Source: an optimization exercise on an open RTL-to-GDS flow (aim: small area). Production flows keep margins and buffers that such runs may drop.
RTL that was checked went through simulation tests only; none was proved equivalent to the original.
Only the layout flow was run in run 1; the RTL was not checked for function there. The clock port is modelled as an ideal driver; clocking choices that lean on that would not hold on a real chip.

==> flow/design.v, too long to show whole: its modules and the start of the top module <==
// module nco_sin_rom: 138 lines
// module nco: 31 lines
// module cmpy_0: 25 lines
// module cmpy_mix: 2039 lines
// module acc_add: 196 lines
// module pacc_add: 255 lines
// module sum_add: 328 lines
// module pd_add: 278 lines
// module loop_filter: 25 lines
// module polar_costas: 76 lines
module polar_costas (
  input aclk,
  input aresetn,
  input signed [15:0] s_axis_i_tdata,
  input               s_axis_i_tvalid,
  output              s_axis_i_tready,
  input signed [15:0] s_axis_q_tdata,
  input               s_axis_q_tvalid,
  output              s_axis_q_tready,
  output signed [15:0] m_axis_i_sync_tdata,
  output               m_axis_i_sync_tvalid,
  input                m_axis_i_sync_tready,
  output signed [15:0] m_axis_q_sync_tdata,
  output               m_axis_q_sync_tvalid,
  input                m_axis_q_sync_tready
);
  // ...
==> flow/flow/run.sh <==
#!/bin/bash
# Own flow: the standard ORFS layout (standard.sh) with these changes.
#  1. Synthesis runs synth_recipe.tcl with one more option on yosys synth,
#     -noabc, which drops the quick ABC pass inside synth's fine stage, so that
#     extract_fa sees the design's adder trees as written; and the final ABC
#     mapping uses flow/abc_area.script (area-oriented mapping with &nf)
#     in place of ORFS's abc_area.script. Everything else (-nofsm -noshare,
#     the ORFS synthesis script, dfflibmap, flattening and renaming) is
#     unchanged, so the registers are those of the standard synthesis.
#  2. Clock-tree synthesis uses larger sink clusters, no dummy loads and no
#     non-default routing rule on the clock nets.
#  3. Every input and output port still gets its buffer (buffer_ports), of the
#     smallest buffer cell; the resizer sizes it up where timing needs it.
set -euo pipefail
W=$PWD
sed 's/yosys synth -nofsm -noshare {\*}\$args/yosys synth -nofsm -noshare -noabc {*}$args/' synth_recipe.tcl > synth_own.tmp
grep -q -- '-noabc' synth_own.tmp
{
  head -n 1 synth_own.tmp
  cat <<EOF
proc abc {args} {
  set i [lsearch \$args -script]
  if {\$i >= 0} { lset args [expr {\$i + 1}] $W/flow/abc_area.script }
  yosys abc {*}\$args
}
EOF
  tail -n +2 synth_own.tmp
} > synth_own.tcl
sed "s#SYNTH_SCRIPT=[^ ]*#SYNTH_SCRIPT=$W/synth_own.tcl#" standard.sh > standard_own.sh
grep -q 'synth_own.tcl' standard_own.sh
export CTS_ARGS="-sink_clustering_enable -repair_clock_nets -dont_use_dummy_load -apply_ndr none -sink_clustering_size 30 -sink_clustering_max_diameter 100"
export BUFFER_PORTS_ARGS="-buffer_cell sky130_fd_sc_hd__buf_1"
bash standard_own.sh > standard.log 2>&1
==> flow/flow/abc_area.script <==
strash
&get -n
&fraig -x
&put
scorr
dc2
strash
&get -n
&dch -f
&nf -R 1000
&put
topo
stime -c
==> flow/standard.sh <==
#!/bin/bash
# synth_recipe.tcl (not shown) runs the flow's synth.tcl, then flattens the netlist and writes it again
# the make line also repeats each setting of config.mk as NAME=value (left out here)
make -C /OpenROAD-flow-scripts/flow DESIGN_CONFIG=/design/flow/config.mk WORK_HOME=/design/flow/orfs CLKGATE_MAP_FILE= SYNTH_SCRIPT=/design/flow/synth_recipe.tcl "${@:-finish}"
==> flow/config.mk <==
export PLATFORM = sky130hd
export DESIGN_NAME = polar_costas
export DESIGN_NICKNAME = polar_costas
export VERILOG_FILES = /design/flow/design.v
export SDC_FILE = /design/flow/constraint.sdc
export NUM_CORES = 4
export LEC_CHECK = 0
export ABC_AREA = 1
export CAP_MARGIN = 20
export CORE_MARGIN = 2
export CORE_UTILIZATION = 55
export SLEW_MARGIN = 20
==> flow/constraint.sdc <==
create_clock -name core_clock -period 10.0 [get_ports {aclk}]
set_input_delay 2.0000 -clock core_clock [delete_from_list [all_inputs] [get_ports {aclk}]]
set_output_delay 2.0000 -clock core_clock [all_outputs]
set_load 0.01 [all_outputs]
==> results_dict.tcl, run 1 <==
set metrics [dict create \
    outcome "complete, no violations" \
    crit_path_end "cmpy.mix.im[31]" \
    startpoint "cmpy.s3[0]" \
    cts_sinks 2459 \
    grtUsageTotal_pct 22.45 \
    drt_iter0_markers 4720 \
    timing.rr.end "cmpy.mix.im[31]" \
    worst_hold_slack_ns 0.2932 \
    yosysTopAreaCellShare_pct 60.40 \
    multi_input_area_share_pct 27.20 \
    diodes 1 \
    final_core_utilization_pct 61.71 \
    cp_num_cells 47 \
    multi_input_gates 3130 \
    nClkBuffers 98 \
    cts_resized 0 \
    layout_setup_ws_ns 0.6045 \
    reg2reg_from "cmpy.s3[0]" \
    layout_common_cells "edfxtp_1, fa_1, buf_4, xnor2_1, o22ai_1" \
    dp.cells 9025 \
    min-delay-start "nco.phd[6]" \
    num_rows 157 \
    cts-root-buf "clkbuf_16" \
    antenna_found_initial 5 \
    cts_hold_repair.buffers 0 \
    synthArstFlopShare_pct 6.141 \
    ys_warn_count 6 \
    drt.antenna.violating_nets 0 \
    fin_nets 7581 \
    start_kind "register" \
    largest_cell_class "sequential cells" \
]
==> module cmpy_0, before the edit <==
module cmpy_0 (
  input         aclk,
  input  [9:0]  phase,
  input  [31:0] s_axis_b_tdata,      
  output signed [31:0] re_o,
  output signed [31:0] im_o
);
reg [41:0] s1, s2, s3;
wire [1:0]  quad = s3[9:8];
wire [7:0]  idx  = s3[7:0];
wire [29:0] tp;
nco_sin_rom rom (.addr(idx[7] ? ~idx[6:0] : idx[6:0]), .data(tp));
wire        swp = idx[7] ^ quad[0];
always @(posedge aclk) begin
  s1  <= {s_axis_b_tdata, phase};
  s2  <= s1;
  s3  <= s2;
end
wire [14:0] cm3 = swp ? tp[14:0] : tp[29:15];    
wire [14:0] sm3 = swp ? tp[29:15] : tp[14:0];    
wire        nc3 = quad[1] ^ quad[0];             
wire        ns3 = quad[1];                       
cmpy_mix mix (.clk(aclk), .cm(cm3), .sm(sm3), .nc(nc3), .ns(ns3),
              .br(s3[25:10]), .bi(s3[41:26]), .re(re_o), .im(im_o));
endmodule
==> run 2: changes to the inputs <==
--- a/flow/design.v
+++ b/flow/design.v
@@ -174,23 +174,26 @@
   output signed [31:0] re_o,
   output signed [31:0] im_o
 );
-reg [41:0] s1, s2, s3;
-wire [1:0]  quad = s3[9:8];
-wire [7:0]  idx  = s3[7:0];
+reg [41:0] s1, s2;
+reg [31:0] s3;
+reg [14:0] cm3, sm3;
+reg        nc3, ns3;
+wire [1:0]  quad = s2[9:8];
+wire [7:0]  idx  = s2[7:0];
 wire [29:0] tp;
 nco_sin_rom rom (.addr(idx[7] ? ~idx[6:0] : idx[6:0]), .data(tp));
 wire        swp = idx[7] ^ quad[0];
 always @(posedge aclk) begin
   s1  <= {s_axis_b_tdata, phase};
   s2  <= s1;
-  s3  <= s2;
+  s3  <= s2[41:10];
+  cm3 <= swp ? tp[14:0] : tp[29:15];    
+  sm3 <= swp ? tp[29:15] : tp[14:0];    
+  nc3 <= quad[1] ^ quad[0];             
+  ns3 <= quad[1];                       
 end
-wire [14:0] cm3 = swp ? tp[14:0] : tp[29:15];    
-wire [14:0] sm3 = swp ? tp[29:15] : tp[14:0];    
-wire        nc3 = quad[1] ^ quad[0];             
-wire        ns3 = quad[1];                       
 cmpy_mix mix (.clk(aclk), .cm(cm3), .sm(sm3), .nc(nc3), .ns(ns3),
-              .br(s3[25:10]), .bi(s3[41:26]), .re(re_o), .im(im_o));
+              .br(s3[15:0]), .bi(s3[31:16]), .re(re_o), .im(im_o));
 endmodule
 module cmpy_mix(input clk, input [14:0] cm, input [14:0] sm, input nc, input ns, input signed [15:0] br, bi, output reg signed [31:0] re, im);
 wire br_one0 = br[0] ^ 1'b0;
==> results_dict.tcl, run 2 <==
set metrics [dict create \
    synth_cells 5907 \
    layout-drive-gt1-share_pct 5.943 \
    reg.largest.list "lp.dl (2048), nco.phd (70)" \
    fin_nets 7112 \
    endpoint_kind "register" \
    die_x_um 436.2 \
    place_hpwl_um 136900 \
    cts_buffers 98 \
    dpl-instance-area_mm2 0.1079 \
    ys_dominant_reg_cell "edfxtp_1" \
    relSlewSlack_pct 20.57 \
    rsz0062_at_grt "no" \
    cts_tree "yes" \
    final_area_mm2 0.1104 \
    worst_path_most_repeated_cell "nand3_1" \
    yosysSeqAreaShare_pct 69.04 \
    setup_viol 0 \
    seq_area_mm2 0.07098 \
    ys_warn_count 6 \
    grtUsageTotal_pct 22.04 \
    routed-wl-met2_um 94350 \
    yosys-top-cells-count "edfxtp_1, fa_1, xnor2_1, a22oi_1, ha_1" \
    grt_first_pass_wirelength_um 320300 \
    post_cts.repair.setup_buffers 0 \
    synthAdderAreaFrac_pct 15.02 \
    slowest_stage "fa_1" \
    critPathKind "register to register" \
    cpPeakStageDelay_ns 0.51 \
    drt_iter0_markers 4696 \
    cts_max_path_buffers 3 \
    drc 0 \
    pin_count 74 \
    gr-total-overflow 0 \
    critPathArrivalTime_ns 9.63 \
    cts_sinks 2481 \
    synthSimpleGateAreaFrac_pct 2.511 \
    yosysTopAreaCellShare_pct 59.86 \
    critical_path_peak_fanout 7 \
    h-tree-depth 3 \
    synth-seq-cells 2481 \
    antenna_found_initial 5 \
    wl_per_cell_um 24.23 \
    yosysTopAreaCell "edfxtp_1" \
    setup-tns-final_ns 0 \
    fin_cells 8674 \
    layout_common_cells "edfxtp_1, fa_1, xnor2_1, a22oi_1, ha_1" \
    largest_reg_flops 2048 \
    required_ns 10.64 \
    synth_most_common_cell "edfxtp_1" \
    drt.antenna.violating_nets 0 \
    synth_mux_area_share_pct 0.1084 \
    synth_top_family_by_area "adder cells" \
    regMostFlops "lp.dl" \
    finalMaxSlewViolations 0 \
    final_common_cell "edfxtp_1" \
    finalCritPeriodShare_pct 89.90 \
    clock_skew_ns 0.09812 \
    dr_wl_met3_um 12170 \
    outcome "complete, no violations" \
    cts-root-buf "clkbuf_16" \
    layout_min_cycle_time_ns 8.990 \
    firstDrtPassIters 6 \
    cts_resized 0 \
    synth_area_leaders "edfxtp_1, fa_1, dfxtp_1" \
    synthXorXnorAreaFrac_pct 6.113 \
    start_kind "register" \
    coreArea_mm2 0.1854 \
    synth_cell_type_count 47 \
    final-hold-violation-count 0 \
    synth_compound_area_share_pct 5.960 \
    fp.dieArea_mm2 0.1903 \
    gp_congestion 0.9030 \
    multi_input_area_mm2 0.03138 \
    synth.cell_area_mm2 0.1027 \
    wl_met1_um 95470 \
    worst_slew_pin_slew_ns 1.192 \
    clock_latency_ns 0.80 \
    grt_max_degree 204 \
    clk_pin_slew_ns 0.11 \
    vias_per_cell 5.763 \
    maxCapViolations 0 \
    port_buffers 69 \
    dp.cells 8573 \
    num_rows 158 \
    cts_hold_repair.buffers 0 \
    wl_um 210100 \
    syn_to_final_growth_pct 7.471 \
    pre_cts_slack_ns 0.6175 \
    worst_hold_slack_ns 0.2805 \
    layout_setup_ws_ns 1.010 \
    worstHoldPathType "register to register" \
    fmax_mhz 111.2 \
    synthArstFlopShare_pct 6.086 \
    grt_pass1_vias 51060 \
    syn_area_per_cell_um2 17.39 \
    vias 49990 \
    start_util_pct 55.40 \
    highest_layer "met5" \
    fillers 13980 \
    die_h_um 436.2 \
    synth_edf_count 2048 \
]
-- run 2: cell types whose count changed in the layout (fill, tap and decap cells not counted), moves of 14 or more --
cell	change
buf_12	-28
nand2_1	+80
nor2b_4	+16
a21oi_2	-26
buf_4	-435
o21ai_4	+14
o21ai_0	+19
nor2_1	-69
dfxtp_2	+28
clkinv_1	-18
a22oi_1	+447
o22ai_1	-446
-- run 2: kinds of logic after synthesis --
kind of cell	Yosys count
and+or+nand+nor	594
DFF	2481
xor gates and xnor gates	717
adders and majority gates	880
other	1
AOI/OAI and AO/OA	917
buffers and inverters	306
muxes	11
-- run 2: worst max-delay path: cells and delay by family (launching register included) --
family | cells | cell delay (ns)
DFF | 1 | 0.41
buffers and inverters | 3 | 0.32
AOI/OAI and AO/OA | 10 | 1.80
adders and majority gates | 7 | 2.83
xor gates and xnor gates | 6 | 0.93
and+or+nand+nor | 26 | 2.60
-- run 2: through the flow --
step,utilization (%)
floorplan,-
global placement,58.19
detailed placement,58.19
CTS,59.51
global route,59.54
finish,59.54
-- run 2: area by class of cell --
| class | instances | area share (%) |
|---|---|---|
| Clock buffer | 98 | 2.221 |
| Multi-Input combinational cell | 3121 | 28.42 |
| Inverter | 271 | 0.9225 |
| Tap cell | 2480 | 2.810 |
| Timing Repair Buffer | 221 | 1.338 |
| Sequential cell | 2481 | 64.28 |
| Antenna cell | 2 | 0.004533 |
-- run 2: path summary, 6_finish.rpt --
check | depth (start not counted) | start | endpoint | slack, ns
max | 52 | cmpy.mix.im[31] | lp.sum[37] | 1.01
min | 0 | cmpy.s2[40] | cmpy.s3[30] | 0.28
max reg2reg | 52 | cmpy.mix.im[31] | lp.sum[37] | 1.01
min reg2reg | 0 | cmpy.s2[40] | cmpy.s3[30] | 0.28
max in group asynchronous | 2 | aresetn | v4 | 7.43
min in group asynchronous | 1 | aresetn | pacc[12] | 1.21
-- run 2: layer usage --
layer / track usage, % / up-vias
met2: 33.05 / 1583
met5: 0 / -
met3: 2.949 / 412
met4: 7.518 / 8
li1: - / 22110
met1: 33.59 / 25880

[static timing again, ports no longer ideal]
The flow's constraints put no driver on any port. The routed layouts listed below were extracted and timed again, unchanged, in two steps.
Step 1, drivers: a clkbuf_16 drives aclk and a buf_2 each remaining input, both assumed.
Step 2 adds t to the input delays and takes it off the output delays; t is the mean of the earliest and latest rising clock arrival at the registers after step 1. Input paths then give back, and output paths get back, about the clock's delay inside the block.
Three values: no drivers, after step 1, after step 2; two values: the first two.
run | t (ns) | slack for setup (ns) | clock arrival spread, ns
run 1 | 0.828 | 0.605 / 0.605 / 0.605 | 0.122 / 0.122
run 2 | 0.832 | 1.010 / 1.010 / 1.010 | 0.118 / 0.119
After both steps setup and hold are still met in every run listed.
